Background: an optimization exercise with open tools, aiming at small area. Do not read the settings as production practice. Power is estimated from default activity; no workload was simulated.

==> run a: inputs <==
==> flow/design.v (excerpt) <==
module filtro_fir
  #(
    parameter WW_INPUT  = 8,
    parameter WW_OUTPUT = 8
    )
   (
    input                         clk,
    input                         i_en,
    input                         i_srst,
    input  signed [ WW_INPUT-1:0] i_data,
    output signed [WW_OUTPUT-1:0] o_data
    );
  reg  [7:0] d1;  wire [7:0] dn1;
  reg  [7:0] d2;  wire [7:0] dn2;
  reg  [7:0] d3;  wire [7:0] dn3;
  reg  [7:0] d4;  wire [7:0] dn4;
  reg  [7:0] d5;  wire [7:0] dn5;
  reg  [7:0] d6;  wire [7:0] dn6;
  reg  [7:0] d7;  wire [7:0] dn7;
  reg  [7:0] d8;  wire [7:0] dn8;
  reg  [7:0] d9;  wire [7:0] dn9;
  reg  [7:0] d10;  wire [7:0] dn10;
  reg  [7:0] d11;  wire [7:0] dn11;
  reg  [7:0] d12;  wire [7:0] dn12;
  reg  [7:0] d13;  wire [7:0] dn13;
  reg  [7:0] d14;  wire [7:0] dn14;
  wire ld = i_en & ~i_srst;     
  wire hd = ~i_en & ~i_srst;    
  wire hs = ~ld;                
  wire ls = ~hd;                
  wire f259 = ~i_data[0];
  fir_dl_k1 u_dl1_0 (.hs(hs), .ls(ls), .a(f259), .q(d1[0]), .n(dn1[0]));
  wire f260 = ~i_data[1];
  fir_dl_k1 u_dl1_1 (.hs(hs), .ls(ls), .a(f260), .q(d1[1]), .n(dn1[1]));
  wire f261 = ~i_data[2];
  fir_dl_k1 u_dl1_2 (.hs(hs), .ls(ls), .a(f261), .q(d1[2]), .n(dn1[2]));
  wire f262 = ~i_data[3];
  fir_dl_k1 u_dl1_3 (.hs(hs), .ls(ls), .a(f262), .q(d1[3]), .n(dn1[3]));
  wire f263 = ~i_data[4];
  fir_dl_k1 u_dl1_4 (.hs(hs), .ls(ls), .a(f263), .q(d1[4]), .n(dn1[4]));
  wire f264 = ~i_data[5];
  fir_dl_k1 u_dl1_5 (.hs(hs), .ls(ls), .a(f264), .q(d1[5]), .n(dn1[5]));
  wire f265 = ~i_data[6];
  fir_dl_k1 u_dl1_6 (.hs(hs), .ls(ls), .a(f265), .q(d1[6]), .n(dn1[6]));
  fir_dl_k0 u_dl1_7 (.ld(ld), .hd(hd), .a(i_data[7]), .q(d1[7]), .n(dn1[7]));
  fir_dl_k1 u_dl2_0 (.hs(hs), .ls(ls), .a(d1[0]), .q(d2[0]), .n(dn2[0]));
  fir_dl_k1 u_dl2_1 (.hs(hs), .ls(ls), .a(d1[1]), .q(d2[1]), .n(dn2[1]));
  fir_dl_k1 u_dl2_2 (.hs(hs), .ls(ls), .a(d1[2]), .q(d2[2]), .n(dn2[2]));
  fir_dl_k1 u_dl2_3 (.hs(hs), .ls(ls), .a(d1[3]), .q(d2[3]), .n(dn2[3]));
  fir_dl_k1 u_dl2_4 (.hs(hs), .ls(ls), .a(d1[4]), .q(d2[4]), .n(dn2[4]));
  fir_dl_k1 u_dl2_5 (.hs(hs), .ls(ls), .a(d1[5]), .q(d2[5]), .n(dn2[5]));
  fir_dl_k1 u_dl2_6 (.hs(hs), .ls(ls), .a(d1[6]), .q(d2[6]), .n(dn2[6]));
  ...
==> flow/config.mk <==
export PLATFORM = sky130hd
export DESIGN_NAME = filtro_fir
export DESIGN_NICKNAME = filtro_fir
export VERILOG_FILES = /design/flow/design.v
export SDC_FILE = /design/flow/constraint.sdc
export NUM_CORES = 4
export LEC_CHECK = 0
export CAP_MARGIN = 20
export CORE_MARGIN = 2
export CORE_UTILIZATION = 55
export CTS_BUF_LIST = sky130_fd_sc_hd__clkbuf_2 sky130_fd_sc_hd__clkbuf_4
export CTS_CLUSTER_DIAMETER = 60
export CTS_CLUSTER_SIZE = 20
export SLEW_MARGIN = 20
export SYNTH_HIERARCHICAL = 1
export SYNTH_MINIMUM_KEEP_SIZE = 0
==> flow/constraint.sdc <==
create_clock -name core_clock -period 5.5 [get_ports {clk}]
set_input_delay 1.1000 -clock core_clock [delete_from_list [all_inputs] [get_ports {clk}]]
set_output_delay 1.1000 -clock core_clock [all_outputs]
set_load 0.01 [all_outputs]
standard.sh (not shown) runs the stock make flow with config.mk's settings and CLKGATE_MAP_FILE= SYNTH_SCRIPT=/design/flow/synth_recipe.tcl, a recipe that flattens the netlist after the stock synthesis.
==> flow/flow/run.sh <==
#!/bin/bash
# Layout flow: the standard flow (standard.sh) with three changes to how the
# layout is built; the standard synthesis itself runs unchanged.
#  1. After synthesis, remap_flips.py folds each inverter that feeds only a delay-line
#     bit cell into that cell (inv_1 + a22o_1 -> a2bb2o_1, inv_1 + o22a_1 -> o2bb2a_1).
#     Registers are not touched.
#  2. Clock tree synthesis without dummy loads (clock buffers clkbuf_2/clkbuf_4).
#  3. Port buffers of the smallest buffer cell.
# Logs: synth.log (synthesis), remap.log, standard.log (the rest of the flow); ORFS's
# per-step logs are under orfs/logs.
set -euo pipefail
RES=$PWD/orfs/results/$FLOW_PLATFORM/filtro_fir/base
bash standard.sh synth > synth.log 2>&1
cp "$RES/1_2_yosys.v" "$RES/1_2_yosys.std.v"
python3 flow/remap_flips.py "$RES/1_2_yosys.std.v" "$RES/1_2_yosys.v" > remap.log 2>&1
rm -f "$RES/1_synth.odb" "$RES/1_synth.sdc"
bash standard.sh \
  CTS_ARGS="-sink_clustering_enable -repair_clock_nets -dont_use_dummy_load -sink_clustering_size 20 -sink_clustering_max_diameter 60 -buf_list {sky130_fd_sc_hd__clkbuf_2 sky130_fd_sc_hd__clkbuf_4}" \
  BUFFER_PORTS_ARGS="-buffer_cell sky130_fd_sc_hd__buf_1" \
  finish > standard.log 2>&1
==> flow/flow/remap_flips.py <==
#!/usr/bin/env python3
"""Fold the inverter in front of a delay-line bit cell into the cell.

A delay-line bit that loads the inverse of the previous entry is synthesized as
inv_1 + a22o_1 (n = ld&~a | hd&q) or inv_1 + o22a_1 (n = (~a|hs) & (q|ls)).
sky130 has these functions as single cells: a2bb2o_1 (~A1_N&~A2_N | B1&B2) with
A2_N = hs = ~ld, and o2bb2a_1 ((~A1_N|~A2_N) & (B1|B2)) with A2_N = ld = ~hs.
Only combinational cells change; every register keeps its name and cell.
usage: remap_flips.py IN.v OUT.v
"""
import re, sys

src = open(sys.argv[1]).read()
inst_re = re.compile(r'(\n  (sky130_fd_sc_hd__\w+) (\S+) \((.*?)\n  \);)', re.S)
pin_re = re.compile(r'\.(\w+)\(([^()]*?)\)')
insts = []
for m in inst_re.finditer(src):
    pins = {p: n.strip() for p, n in pin_re.findall(m.group(4))}
    insts.append({'text': m.group(1), 'cell': m.group(2), 'name': m.group(3), 'pins': pins})
OUTS = {'X', 'Y', 'Q', 'Q_N', 'SUM', 'COUT', 'HI', 'LO'}
loads = {}
driver = {}
for it in insts:
    for p, n in it['pins'].items():
        if p in OUTS: driver[n] = it
        else: loads.setdefault(n, []).append((it, p))
# nets ld and hs: ld = ~hs must be an inverter in the netlist
def inv_pair(a, y):
    d = driver.get(y)
    return d is not None and d['cell'].startswith('sky130_fd_sc_hd__inv_') and d['pins'].get('A') == a
if not (inv_pair('hs', 'ld') or inv_pair('ld', 'hs')):
    sys.stderr.write('remap_flips: no ld/hs inverter pair found; netlist left as is\n')
    open(sys.argv[2], 'w').write(src); sys.exit(0)

def esc(n):
    return n + ' ' if n.startswith('\\') else n

out = src
n_done = 0
for it in insts:
    if it['cell'] not in ('sky130_fd_sc_hd__a22o_1', 'sky130_fd_sc_hd__o22a_1'): continue
    p = it['pins']
    want = 'ld' if it['cell'].endswith('a22o_1') else 'hs'
    pairs = [('A1', 'A2'), ('B1', 'B2')]
    found = None
    for x, y in pairs:
        for dp, cp in ((x, y), (y, x)):
            f = p[dp]; dinv = driver.get(f)
            if p[cp] == want and dinv is not None and dinv['cell'] == 'sky130_fd_sc_hd__inv_1' \
               and len(loads.get(f, [])) == 1 and f not in ('ld', 'hs', 'hd', 'ls'):
                other = [q for q in pairs if q != (x, y)][0]
                found = (dinv, dinv['pins']['A'], p[other[0]], p[other[1]])
    if not found: continue
    dinv, a, o1, o2 = found
    if it['cell'].endswith('a22o_1'):
        new = (f"\n  sky130_fd_sc_hd__a2bb2o_1 {it['name']} (\n    .A1_N({esc(a)}),\n    .A2_N(hs),\n"
               f"    .B1({esc(o1)}),\n    .B2({esc(o2)}),\n    .X({esc(p['X'])})\n  );")
    else:
        new = (f"\n  sky130_fd_sc_hd__o2bb2a_1 {it['name']} (\n    .A1_N({esc(a)}),\n    .A2_N(ld),\n"
               f"    .B1({esc(o1)}),\n    .B2({esc(o2)}),\n    .X({esc(p['X'])})\n  );")
    out = out.replace(it['text'], new, 1)
    out = out.replace(dinv['text'], '', 1)
    n_done += 1
sys.stderr.write(f'remap_flips: folded {n_done} inverters\n')
open(sys.argv[2], 'w').write(out)
==> run b: changes against run a <==
--- a/flow/design.v
+++ b/flow/design.v
@@ -521,17 +521,19 @@
   fir_ha u_s252 (.a(c249), .b(s250), .s(s252), .co(c253));
   wire s254, c255;
   fir_fa u_s254 (.a(r1r0_12), .b(c251), .c(c253), .s(s254), .co(c255));
   wire s256, c257;
   fir_fa u_s256 (.a(r1r0_13), .b(r1r1_13), .c(c255), .s(s256), .co(c257));
   wire i258 = ~c257;
   wire [8:0] q = {i258, s256, s254, s252, s248, s244, s240, s238, s236};
+  wire po  = q[7] & ~q[8];
+  wire nno = q[7] | ~q[8];      
   wire [7:0] sat;
-  SatTruncFP #(.NB_XI(9), .NBF_XI(6), .NB_XO(8), .NBF_XO(6))
-    u_sat (.i_data(q), .o_data(sat));
+  assign sat[7] = q[8];
+  fir_satbit u_sat [6:0] (.s(q[6:0]), .po(po), .nno(nno), .y(sat[6:0]));
   reg  [7:0] r2, r3;
   always @(posedge clk) begin
     r2 <= sat;
     r3 <= r2;
   end
   assign o_data = r3;
 endmodule
@@ -548,13 +550,16 @@
 endmodule
 module fir_xnor (input a, input b, output y);
   assign y = ~(a ^ b);
 endmodule
 module fir_or (input a, input b, output y);
   assign y = a | b;
 endmodule
+module fir_satbit (input s, input po, input nno, output y);
+  assign y = (s | po) & nno;
+endmodule
 module fir_dl_k0 (input ld, input hd, input a, input q, output n);   
   assign n = (ld & a) | (hd & q);
 endmodule
 module fir_dl_k1 (input hs, input ls, input a, input q, output n);   
   assign n = (a | hs) & (q | ls);
 endmodule
==> flow/flow/run.sh (replaced) <==
#!/bin/bash
# Layout flow: the standard flow (standard.sh) with three changes to how the
# layout is built; the standard synthesis itself runs unchanged.
#  1. After synthesis, remap_flips.py folds each inverter that feeds only a delay-line
#     bit cell into that cell (inv_1 + a22o_1 -> a2bb2o_1, inv_1 + o22a_1 -> o2bb2a_1).
#     Registers are not touched.  Yosys proves the new netlist equivalent to the
#     synthesized one; if it cannot, the synthesized netlist is used as is.
#  2. Clock tree synthesis without dummy loads (clock buffers clkbuf_2/clkbuf_4).
#  3. Port buffers of the smallest buffer cell.
# Logs: synth.log (synthesis), remap.log, equiv.log, standard.log (the rest of the
# flow); ORFS's per-step logs are under orfs/logs.
set -euo pipefail
RES=$PWD/orfs/results/$FLOW_PLATFORM/filtro_fir/base
LIB=$FLOW_HOME/platforms/$FLOW_PLATFORM/lib/sky130_fd_sc_hd__tt_025C_1v80.lib
bash standard.sh synth > synth.log 2>&1
cp "$RES/1_2_yosys.v" "$RES/1_2_yosys.std.v"
python3 flow/remap_flips.py "$RES/1_2_yosys.std.v" "$RES/1_2_yosys.remap.v" > remap.log 2>&1
if yosys -q -p "read_liberty -ignore_miss_func $LIB; read_verilog $RES/1_2_yosys.std.v; rename $FLOW_TOP gold; read_verilog $RES/1_2_yosys.remap.v; rename $FLOW_TOP gate; flatten; opt_clean; equiv_make gold gate equiv; equiv_simple -seq 2; equiv_status -assert" > equiv.log 2>&1; then
  echo "remapped netlist proven equivalent; using it" >> remap.log
  cp "$RES/1_2_yosys.remap.v" "$RES/1_2_yosys.v"
  rm -f "$RES/1_synth.odb" "$RES/1_synth.sdc"
else
  echo "equivalence not proven; keeping the synthesized netlist" >> remap.log
fi
bash standard.sh \
  CTS_ARGS="-sink_clustering_enable -repair_clock_nets -dont_use_dummy_load -sink_clustering_size 20 -sink_clustering_max_diameter 60 -buf_list {sky130_fd_sc_hd__clkbuf_4 sky130_fd_sc_hd__clkbuf_8}" \
  BUFFER_PORTS_ARGS="-buffer_cell sky130_fd_sc_hd__buf_1" \
  finish > standard.log 2>&1
--- a/flow/flow/remap_flips.py
+++ b/flow/flow/remap_flips.py
@@ -20,20 +20,18 @@
 OUTS = {'X', 'Y', 'Q', 'Q_N', 'SUM', 'COUT', 'HI', 'LO'}
 loads = {}
 driver = {}
 for it in insts:
     for p, n in it['pins'].items():
         if p in OUTS: driver[n] = it
         else: loads.setdefault(n, []).append((it, p))
-# nets ld and hs: ld = ~hs must be an inverter in the netlist
-def inv_pair(a, y):
-    d = driver.get(y)
-    return d is not None and d['cell'].startswith('sky130_fd_sc_hd__inv_') and d['pins'].get('A') == a
-if not (inv_pair('hs', 'ld') or inv_pair('ld', 'hs')):
-    sys.stderr.write('remap_flips: no ld/hs inverter pair found; netlist left as is\n')
+# nets ld and hs (ld = i_en & ~i_srst, hs = ~ld) come from the RTL; the flow checks the
+# result for equivalence with the synthesized netlist afterwards.
+if not ('ld' in driver and 'hs' in driver):
+    sys.stderr.write('remap_flips: nets ld/hs not found; netlist left as is\n')
     open(sys.argv[2], 'w').write(src); sys.exit(0)
 
 def esc(n):
     return n + ' ' if n.startswith('\\') else n
 
 out = src
 n_done = 0
==> flow_metrics.py <==
metrics = {
    "placed_design": {
        "post-place-ws_ns": 0.379,
        "dpl_cell_area_mm2": 0.00672,
    },
    "final_layout": {
        "nNetsFinal": 608,
    },
    "critical_path": {
        "critPathLaunch": "d6[0]",
        "worstPathRequired_ns": 5.90,
    },
    "grt": {
        "grt_pass1_wl_mm": 19.1,
        "gr-usage-met2": 0.301,
    },
    "clock_network": {
        "cts_root_buffer": "clkbuf_4",
    },
    "sta": {
        "hold_slack_ns": 0.326,
        "clock-skew-final_ns": 0.0303,
        "period_share": 0.935,
    },
    "outcome": {
        "run_status": "no timing/DRC/antenna violations",
    },
    "routing": {
        "vias": 3503,
    },
    "logic_synthesis": {
        "syn_area_mm2": 0.00647,
        "synth_area_leaders": "dfxtp_1, fa_1, a22o_1",
        "synth_cell_types": 19,
    },
    "pwr": {
        "p_seq_frac": 0.564,
    },
    "worst_hold_path": {
        "hold_end": "r3[4]",
    },
}
# the run above: run a

==> flow_metrics.py <==
metrics = {
    "critical_path": {
        "critPathLaunch": "d8[0]",
        "worstPathRequired_ns": 5.79,
    },
    "placed_design": {
        "post-place-ws_ns": 0.314,
        "dpl_cell_area_mm2": 0.00669,
    },
    "sta": {
        "hold_slack_ns": 0.325,
        "period_share": 0.943,
        "clock-skew-final_ns": 0.0288,
    },
    "final_layout": {
        "nNetsFinal": 595,
    },
    "pwr": {
        "p_seq_frac": 0.536,
    },
    "routing": {
        "vias": 3420,
    },
    "logic_synthesis": {
        "syn_area_mm2": 0.00643,
        "synth_cell_types": 16,
        "synth_area_leaders": "dfxtp_1, fa_1, a22o_1",
    },
    "outcome": {
        "run_status": "no timing/DRC/antenna violations",
    },
    "grt": {
        "grt_pass1_wl_mm": 18.8,
    },
}
# the run above: run b

No run of this note included a check of the RTL's function; only the layout flow was run.

## afterwards: timing with drivers on the ports
Ports are ideal in the flow. The routed layouts listed here were re-timed in OpenROAD. Step 1, drivers: a clkbuf_16 drives clk and a buf_2 each remaining input, both assumed. Step 2 adds t to the input delays and takes it off the output delays; t is the mean of the earliest and latest rising clock arrival at the registers after step 1. Input paths then give back, and output paths get back, about the clock's delay inside the block. a / b / c = no drivers / after step 1 / after step 2; a / b = the first two.
| run | t, ns | setup WS [ns] | latest minus earliest clock arrival (ns) | worst slew at a driven data input, ns |
|---|---|---|---|---|
| run a | 0.562 | 0.358 / 0.358 / 0.358 | 0.031 / 0.031 | 0.03 |
| run b | 0.464 | 0.312 / 0.312 / 0.312 | 0.029 / 0.029 | 0.03 |
After both steps setup and hold are still met in every run listed.
